From an optimization exercise on the open Yosys and OpenROAD flow, aimed at small area, a short achievable clock period and few clock cycles; shortcuts taken in it are not production practice.
Only the layout flow was run in this run; the RTL was not checked for function there.

==> flow/design.v <==
`default_nettype none
module	qoi_encoder (
		input	wire		i_clk, i_reset,
		input	wire		s_valid,
		output	wire		s_ready,
		input	wire	[23:0]	s_data,
		input	wire		s_last, s_user,
		output	reg		o_qvalid,
		input	wire		i_qready,
		output	wire	[63:0]	o_qdata,
		output	reg	[2:0]	o_qbytes,
		output	reg		o_qlast
	);
	reg	r_ready, r_stall;
	wire	stall = r_stall;
	assign	s_ready = r_ready;
	reg		ir_v, ir_h, ir_l;
	reg	[23:0]	ir_px;
	reg	[5:0]	ir_hx, ir_hy;
	always @(posedge i_clk)
	if (i_reset)
		ir_v <= 1'b0;
	else if (!stall)
		ir_v <= s_valid;
	always @(posedge i_clk)
	if (!stall)
	begin
		ir_px <= s_data;
		ir_h  <= s_user;
		ir_l  <= s_user && s_last;
		ir_hx <= s_data[21:16] + { s_data[20:16], 1'b0 }
			+ s_data[13:8] + { s_data[11:8], 2'b0 };
		ir_hy <= { s_data[2:0], 3'b0 } - s_data[5:0] + 6'd53;
	end
	reg		hseen, h2, vseen;
	reg	[15:0]	wcnt, hcnt;
	wire		syncd = h2 && vseen;
	always @(posedge i_clk)
	if (i_reset)
	begin
		hseen <= 1'b0;
		h2    <= 1'b0;
		vseen <= 1'b0;
		wcnt  <= 16'h0;
		hcnt  <= 16'h0;
	end else if (!stall && ir_v)
	begin
		if (!hseen)
			wcnt <= wcnt + 1'b1;
		if (ir_h)
		begin
			hseen <= 1'b1;
			if (hseen)
				h2 <= 1'b1;
			if (!vseen)
				hcnt <= hcnt + 1'b1;
			if (ir_l)
				vseen <= 1'b1;
		end
	end
	reg		a_v, a_l, a_ep;
	reg	[23:0]	a_px;
	reg	[7:0]	a_dr, a_dg, a_db;
	reg	[63:0]	a_sel;		 
	reg	[5:0]	a_idx;		 
	reg		a_same;		 
	wire	[23:0]	prevpx = (a_v && !a_l) ? a_px : 24'h0;
	wire		eq = (ir_px == prevpx);
	wire		in_a = ir_v && syncd;
	wire		mv_a = a_v && (in_a || a_l);
	wire	[5:0]	ir_idx = ir_hx + ir_hy;
	always @(posedge i_clk)
	if (i_reset)
		a_v <= 1'b0;
	else if (!stall)
	begin
		if (in_a)
			a_v <= 1'b1;
		else if (a_l)
			a_v <= 1'b0;
	end
	always @(posedge i_clk)
	if (!stall && in_a)
	begin
		a_px  <= ir_px;
		a_l   <= ir_l;
		a_ep  <= eq;
		a_dr  <= ir_px[23:16] - prevpx[23:16];
		a_dg  <= ir_px[15: 8] - prevpx[15: 8];
		a_db  <= ir_px[ 7: 0] - prevpx[ 7: 0];
		a_sel <= 64'h1 << ir_idx;
		a_idx <= ir_idx;
		a_same <= (ir_idx == a_idx);
	end
	reg	[17:0]	tbl	[0:63];
	reg	[63:0]	tbl_v;
	reg	[17:0]	rd_pl, rd_ph;
	reg		rd_vl, rd_vh;
	integer	j;
	always @(*)
	begin
		rd_pl = 18'h0;
		rd_vl = 1'b0;
		rd_ph = 18'h0;
		rd_vh = 1'b0;
		for (j = 0; j < 32; j = j + 1)
		begin
			if (a_sel[j])
			begin
				rd_pl = rd_pl | tbl[j];
				rd_vl = rd_vl | tbl_v[j];
			end
			if (a_sel[j+32])
			begin
				rd_ph = rd_ph | tbl[j+32];
				rd_vh = rd_vh | tbl_v[j+32];
			end
		end
	end
	reg		b_v, b_l, b_ep, b_en, b_small, b_luma;
	reg		b_tvl, b_tvh, b_kill;
	reg	[23:0]	b_px;
	reg	[17:0]	b_tpl, b_tph;
	reg	[5:0]	b_idx, b_dc;
	reg	[13:0]	b_lc;
	wire	[7:0]	a_drg = a_dr - a_dg;
	wire	[7:0]	a_dbg = a_db - a_dg;
	always @(posedge i_clk)
	if (i_reset)
		b_v <= 1'b0;
	else if (!stall)
		b_v <= mv_a;
	always @(posedge i_clk)
	if (!stall && mv_a)
	begin
		b_px  <= a_px;
		b_l   <= a_l;
		b_ep  <= a_ep;
		b_en  <= eq;
		b_idx <= a_idx;
		b_kill <= b_v && (b_l || a_same);
		b_tvl <= rd_vl;
		b_tvh <= rd_vh;
		b_tpl <= rd_pl;
		b_tph <= rd_ph;
		b_small <= ((&a_dr[7:1]) || !(|a_dr[7:1]))
			&& ((&a_dg[7:1]) || !(|a_dg[7:1]))
			&& ((&a_db[7:1]) || !(|a_db[7:1]));
		b_luma <= ((&a_dg[7:5]) || !(|a_dg[7:5]))
			&& ((&a_drg[7:3]) || !(|a_drg[7:3]))
			&& ((&a_dbg[7:3]) || !(|a_dbg[7:3]));
		b_dc <= { !a_dr[1], a_dr[0], !a_dg[1], a_dg[0],
				!a_db[1], a_db[0] };
		b_lc <= { !a_dg[5], a_dg[4:0], !a_drg[3], a_drg[2:0],
				!a_dbg[3], a_dbg[2:0] };
	end
	always @(posedge i_clk)
	if (!stall && b_v)
		tbl[b_idx] <= { b_px[23:8], b_px[7:6] };
	always @(posedge i_clk)
	if (i_reset)
		tbl_v <= 64'h0;
	else if (!stall && b_v)
	begin
		if (b_l)
			tbl_v <= 64'h0;
		else
			tbl_v[b_idx] <= 1'b1;
	end
	reg		run_on;
	reg	[5:0]	rep;
	reg		d_v, d_l;
	reg	[31:0]	d_data;
	reg	[2:0]	d_n;
	reg	[31:0]	ck;
	reg	[2:0]	cn;
	wire	[5:0]	rep_i = (b_ep && run_on && (rep != 6'd61))
					? (rep + 1'b1) : 6'd0;
	wire		emit_run = b_l || !b_en
				|| (run_on && (rep == 6'd60));
	wire		hit = (b_tvl || b_tvh) && !b_kill
			&& ((b_tpl | b_tph) == { b_px[23:8], b_px[7:6] });
	always @(*)
	begin
		if (b_ep)
		begin
			ck = emit_run ? { 2'b11, rep_i, 24'h0 } : 32'h0;
			cn = emit_run ? 3'd1 : 3'd0;
		end else if (hit)
		begin
			ck = { 2'b00, b_idx, 24'h0 };
			cn = 3'd1;
		end else if (b_small)
		begin
			ck = { 2'b01, b_dc, 24'h0 };
			cn = 3'd1;
		end else if (b_luma)
		begin
			ck = { 2'b10, b_lc, 16'h0 };
			cn = 3'd2;
		end else begin
			ck = { 8'hfe, b_px };
			cn = 3'd4;
		end
	end
	always @(posedge i_clk)
	if (i_reset)
		run_on <= 1'b0;
	else if (!stall && b_v)
		run_on <= b_ep && !b_l;
	always @(posedge i_clk)
	if (!stall && b_v)
		rep <= rep_i;
	always @(posedge i_clk)
	if (i_reset)
		d_v <= 1'b0;
	else if (!stall)
		d_v <= b_v;
	always @(posedge i_clk)
	if (!stall && b_v)
	begin
		d_l    <= b_l;
		d_data <= ck;
		d_n    <= cn;
	end
	localparam	[1:0]	P_IDLE = 2'd0, P_FILE = 2'd1, P_TRL = 2'd2,
				P_DRAIN = 2'd3;
	reg	[1:0]	pst;
	reg	[4:0]	fill;
	reg		acc_ok;
	reg	[7:0]	acc	[0:15];
	wire		take = o_qvalid && i_qready;
	wire		lastword = (pst == P_DRAIN) && (fill <= 5'd8);
	wire		done = take && lastword;
	wire		hdr = ((pst == P_IDLE) || done) && (a_v || b_v || d_v);
	wire		app_c = d_v && acc_ok;
	wire	[4:0]	fc = fill + d_n;
	wire		app_t1 = (pst == P_TRL) && ((fill <= 5'd8) || take);
	wire		app_t2 = app_c && d_l && ((fc <= 5'd8) || take);
	wire		app_t = app_t1 || app_t2;
	wire	[4:0]	tpos = (pst == P_TRL) ? (fill + 5'd7) : (fc + 5'd7);
	reg	[31:0]	ckr;
	wire	[7:0]	lane	[0:3];
	always @(*)
	case (fill[1:0])
	2'd0: ckr = d_data;
	2'd1: ckr = { d_data[7:0], d_data[31:8] };
	2'd2: ckr = { d_data[15:0], d_data[31:16] };
	2'd3: ckr = { d_data[23:0], d_data[31:24] };
	endcase
	assign	lane[0] = ckr[31:24];
	assign	lane[1] = ckr[23:16];
	assign	lane[2] = ckr[15: 8];
	assign	lane[3] = ckr[ 7: 0];
	reg	[7:0]	hb	[0:15];
	reg	[7:0]	xb	[0:23];
	reg	[7:0]	nb	[0:15];
	reg	[4:0]	fa, fn;
	reg	[1:0]	pn;	 
	integer	k;
	always @(*)
	begin
		hb[ 0] = 8'h71; hb[ 1] = 8'h6f; hb[ 2] = 8'h69; hb[ 3] = 8'h66;
		hb[ 4] = 8'h00; hb[ 5] = 8'h00;
		hb[ 6] = wcnt[15:8]; hb[ 7] = wcnt[7:0];
		hb[ 8] = 8'h00; hb[ 9] = 8'h00;
		hb[10] = hcnt[15:8]; hb[11] = hcnt[7:0];
		hb[12] = 8'h03; hb[13] = 8'h01;
		hb[14] = 8'h00; hb[15] = 8'h00;
		for (k = 0; k < 24; k = k + 1)
		begin
			xb[k] = (k < 16) ? acc[k[3:0]] : 8'h0;
			if (app_c && (k[4:0] >= fill) && (k[4:0] < fill + 5'd4))
				xb[k] = xb[k] | lane[k[1:0]];
			if (app_t && (k[4:0] == tpos))
				xb[k] = xb[k] | 8'h01;
		end
		for (k = 0; k < 16; k = k + 1)
		begin
			if (hdr)
				nb[k] = hb[k];
			else if (take)
				nb[k] = xb[k+8];
			else
				nb[k] = xb[k];
		end
		fa = fill;
		if (app_c)
			fa = fa + d_n;
		if (app_t)
			fa = fa + 5'd8;
		pn = pst;
		case (pst)
		P_IDLE:  pn = P_IDLE;
		P_FILE:  if (app_c && d_l) pn = app_t2 ? P_DRAIN : P_TRL;
		P_TRL:   if (app_t1) pn = P_DRAIN;
		P_DRAIN: if (done) pn = P_IDLE;
		endcase
		if (done)
			fn = 5'd0;
		else if (take)
			fn = fa - 5'd8;
		else
			fn = fa;
	end
	always @(posedge i_clk)
	for (k = 0; k < 16; k = k + 1)
		acc[k] <= nb[k];
	always @(posedge i_clk)
	if (i_reset)
	begin
		pst      <= P_IDLE;
		fill     <= 5'd0;
		acc_ok   <= 1'b0;
		o_qvalid <= 1'b0;
		o_qlast  <= 1'b0;
		o_qbytes <= 3'd0;
		r_ready  <= 1'b1;
		r_stall  <= 1'b0;
	end else begin
		pst      <= hdr ? P_FILE : pn;
		fill     <= hdr ? 5'd14 : fn;
		acc_ok   <= (pn == P_FILE) && (fn <= 5'd12);
		o_qvalid <= hdr || (fn >= 5'd8)
				|| ((pn == P_DRAIN) && (fn != 5'd0));
		o_qlast  <= !hdr && (pn == P_DRAIN) && (fn <= 5'd8);
		o_qbytes <= (!hdr && (pn == P_DRAIN) && (fn <= 5'd8))
				? fn[2:0] : 3'd0;
		r_ready  <= !((stall ? d_v : b_v)
				&& !((pn == P_FILE) && (fn <= 5'd12)));
		r_stall  <= ((stall ? d_v : b_v)
				&& !((pn == P_FILE) && (fn <= 5'd12)));
	end
	assign	o_qdata = { acc[0], acc[1], acc[2], acc[3],
				acc[4], acc[5], acc[6], acc[7] };
endmodule
==> flow/run.sh <==
#!/bin/bash
# synth_recipe.tcl (not shown) runs the flow's synth.tcl, then flattens the netlist and writes it again
# the make line also repeats each setting of config.mk as NAME=value (left out here)
make -C /OpenROAD-flow-scripts/flow DESIGN_CONFIG=/design/flow/config.mk WORK_HOME=/design/flow/orfs CLKGATE_MAP_FILE= SYNTH_SCRIPT=/design/flow/synth_recipe.tcl finish
==> flow/config.mk <==
export PLATFORM = sky130hd
export DESIGN_NAME = qoi_encoder
export DESIGN_NICKNAME = qoi_encoder
export VERILOG_FILES = /design/flow/design.v
export SDC_FILE = /design/flow/constraint.sdc
export NUM_CORES = 4
export LEC_CHECK = 0
export ABC_CLOCK_PERIOD_IN_PS = 2500
export CAP_MARGIN = 20
export CORE_MARGIN = 2
export CORE_UTILIZATION = 40
export CTS_CLUSTER_DIAMETER = 70
export CTS_CLUSTER_SIZE = 24
export SETUP_SLACK_MARGIN = 3.0
export SLEW_MARGIN = 20
==> flow/constraint.sdc <==
create_clock -name core_clock -period 5.5 [get_ports {i_clk}]
set_input_delay 1.1000 -clock core_clock [delete_from_list [all_inputs] [get_ports {i_clk}]]
set_output_delay 1.1000 -clock core_clock [all_outputs]
set_load 0.01 [all_outputs]
==> impl_metrics.toml <==
[setup_path]
path_max_fanout = 3
cpPeakStageDelay_ns = 0.52
critPathSlowestCell = "or4_4"
cp_data_arrival_time_ns = 3.41
startpoint_type = "register"
criticalPathCategory = "register to register"
crit_path_end_kind = "register"
crit_chain = "ha_4 -> fa_2 -> nor2b_4 -> o21a_1 -> nor2_1 -> xnor2_1 -> nand2_1 -> or4_4 -> a222oi_1"
required_ns = 6.02

[routing]
drc = 0
wl_per_cell_um = 31.6
drtIter0Drc = 5941
ant_nets = 0
via_per_inst = 6.21
dr.pass1.iters = 6
drt_wl_total_um = 222000
dr_total_vias = 43600

[logic_synthesis]
synthDominantCellAreaShare_pct = 66.9
syn-cell-area_mm2 = 0.0656
synth.top_cells.by_area = "edfxtp_1, dfxtp_1, a22oi_1, nor2_1, a21oi_1"
synth_top_cell_by_area = "edfxtp_1"
ys_ff_latch = 1692
syn_nets = 4540
synth_edf_count = 1461
yosys_warnings = 5
synth_cell_types = 84
ys_async_sr_fraction_pct = 0
synth_seq_area_share_pct = 73.9
synthFlopType = "edfxtp_1"
avgSynthCellArea_um2 = 14.8
syn_inst = 4428

[status]
status = "timing/DRC/antenna clean"

[clocking]
cts.sinks = 1692
cts_tree = "done"
root_buffer = "clkbuf_16"
numCtsBuffers = 101
clkTransAtPathRegs_ns = 0.07
cts_buffer_depth = 3
htree_num_levels = 3
insertion_delay_ns = 0.81

[power_and_ir_drop]
vdd_drop_max_mv = 0.335
p_per_area_mw_per_mm2 = 324
cellLeakagePower_nw = 25.1
p_total_w = 0.0250

[finish]
area_growth_pct = 17.9
final_cell_mix = "edfxtp_1, a22oi_1, buf_4, nor2_1, a21oi_1"
num-fill-cells = 13900
num-nets-final = 4877
drive_above_1_share_pct = 20.5
final_common_cell = "edfxtp_1"
fin_util_pct = 47.5

[sta]
setup_tns_ns = 0
rsz0062_at_grt = "true"
slew_headroom_pct = 28.3
finalSetupViolCount = 0
worstMarginPinSlew_ns = 1.06
finClkSkew_ns = 0.0545
hold_viol = 0
fin_crit_sh_pct = 52.6
fin_crit_ns = 2.89
max_freq_mhz = 346
final_max_slew_viol_count = 0

[placed_design]
gp_congestion = 0.893
io_buffers = 99
dp_hpwl_um = 128000

[flow_run]
cap_violations = 0

[global_route]
grt_max_degree = 95
overflow = 0
grt_pass1_wl_um = 306000
antenna_found_initial = 6
grt_pass1_vias = 41200
grt_usage_pct = 25.5

[floorplan]
dieArea_mm2 = 0.167
start_util_pct = 40.3
core_mm2 = 0.163
num_rows = 148
die_w_um = 409
die_h_um = 409
io_pins = 100

[worst_hold_path]
min_path_type = "register to register"
[logic make-up after synthesis]
logic type / Yosys count / synth area share, %
AOI/OAI and AO/OA: 1177 / 12.6
xor gates and xnor gates: 113 / 1.55
adders and majority gates: 82 / 1.75
buffers and inverters: 321 / 1.88
DFF: 1692 / 73.9
muxes: 46 / 0.773
and+or+nand+nor: 997 / 7.47
[sequential cells by signal, indices dropped and copies added, names as in the netlist, 23 cells and up]
signal  flops
tbl      1152
ir_px      23
a_px       24
acc       128
a_sel      64
b_px       24
tbl_v      64
d_data     32
[cell type report]
cell class	instances	area [um2]	area share, %
antenna	2	5.00	0.00647
clock buffer	108	2560	3.31
clock inverter	71	858	1.11
inverter	79	317	0.409
multi-input combinational	2418	17700	22.9
sequential	1692	48600	62.8
tap	2175	2720	3.52
timing repair buffer	473	4630	5.99
[power by group]
group,total (W),internal (W),switching (W)
Combinational,0.00222,0.000916,0.00130
Clock,0.00847,0.00385,0.00462
Sequential,0.0144,0.0141,0.000228
Total,0.0250,0.0189,0.00615
[stage by stage]
step	setup WS (ns)	cells	hold WS (ns)	instance area, um2
global route	2.45	7017	0.441	77400
detailed placement	1.71	6594	0.410	69900
floorplan	2.42	4428	0.400	65900
global placement	1.72	6593	0.416	69900
finish	2.61	7018	0.431	77400
CTS	2.56	6945	0.429	76000
[cells in the mapped netlist (all sizes together) (44+ instances only)]
cell,count
a211oi,44
a21oi,237
a221oi,89
a22o,90
a22oi,465
buf,60
clkbuf,182
dfxtp,231
edfxtp,1461
ha,66
inv,79
nand2,165
nand3,131
nand4,103
nor2,339
o21ai,86
xnor2,62
xor2,50
[routing by layer]
metal  up-vias  part of all wire [%]  global-route usage, %
met2      2586                    47                   41.6
met1     22300                    38                   33.3
met5         -                 0.016                      0
met3       581                   9.8                   4.55
met4         4                   5.7                   11.7
li1      18100                     -                      -
[path summary, 6_finish.rpt]
path / startpoint / end / slack (ns) / cells past startpoint
worst min-delay path: a_ep$_DFFE_PP_ / b_ep$_DFFE_PP_ / 0.43 / 0
worst max-delay path: a_dg[0]$_DFFE_PP_ / b_luma$_DFFE_PP_ / 2.61 / 9
worst max register to register: a_dg[0]$_DFFE_PP_ / b_luma$_DFFE_PP_ / 2.61 / 9
worst min register to register: a_ep$_DFFE_PP_ / b_ep$_DFFE_PP_ / 0.43 / 0
[critical path: cells and delay by family, from the launching register on]
| kind | cells | cell delay [ns] |
|---|---|---|
| adders and majority gates | 2 | 0.58 |
| AOI/OAI and AO/OA | 2 | 0.58 |
| DFF | 1 | 0.49 |
| and+or+nand+nor | 4 | 0.80 |
| xor gates and xnor gates | 1 | 0.21 |
[timing repair]
item / 4_1_cts / 5_1_grt
setup buffers: 169 / 65
hold buffers: 0 / 0
resized for setup: 511 / 159
pin swaps: 107 / 78
setup endpoints to repair: 1558 / 839
cloned: 3 / 6

[static timing again, ports no longer ideal]
How much do the figures lean on ideal ports? The routed layout below was timed once more, with nothing changed but the port constraints.
Step 1, drivers: a clkbuf_16 drives i_clk and a buf_2 each remaining input, both assumed.
Step 2 times the ports against the registers' clock, not the clock port: input delays grow and output delays shrink by t, the midpoint of the rising clock arrivals with the driver on.
a / b / c = ideal ports / drivers / drivers and shift; a / b = the first two.
shift t [ns]: 0.859
setup slack, ns: 2.609 / 2.609 / 1.914
worst setup path at the end: input to register
worst register clock-pin slew, ns: 0.10 / 0.10
After both steps this run still meets setup and hold. For this run, drivers alone change the setup slack by 0.000 ns; drivers and shift together by -0.695 ns.
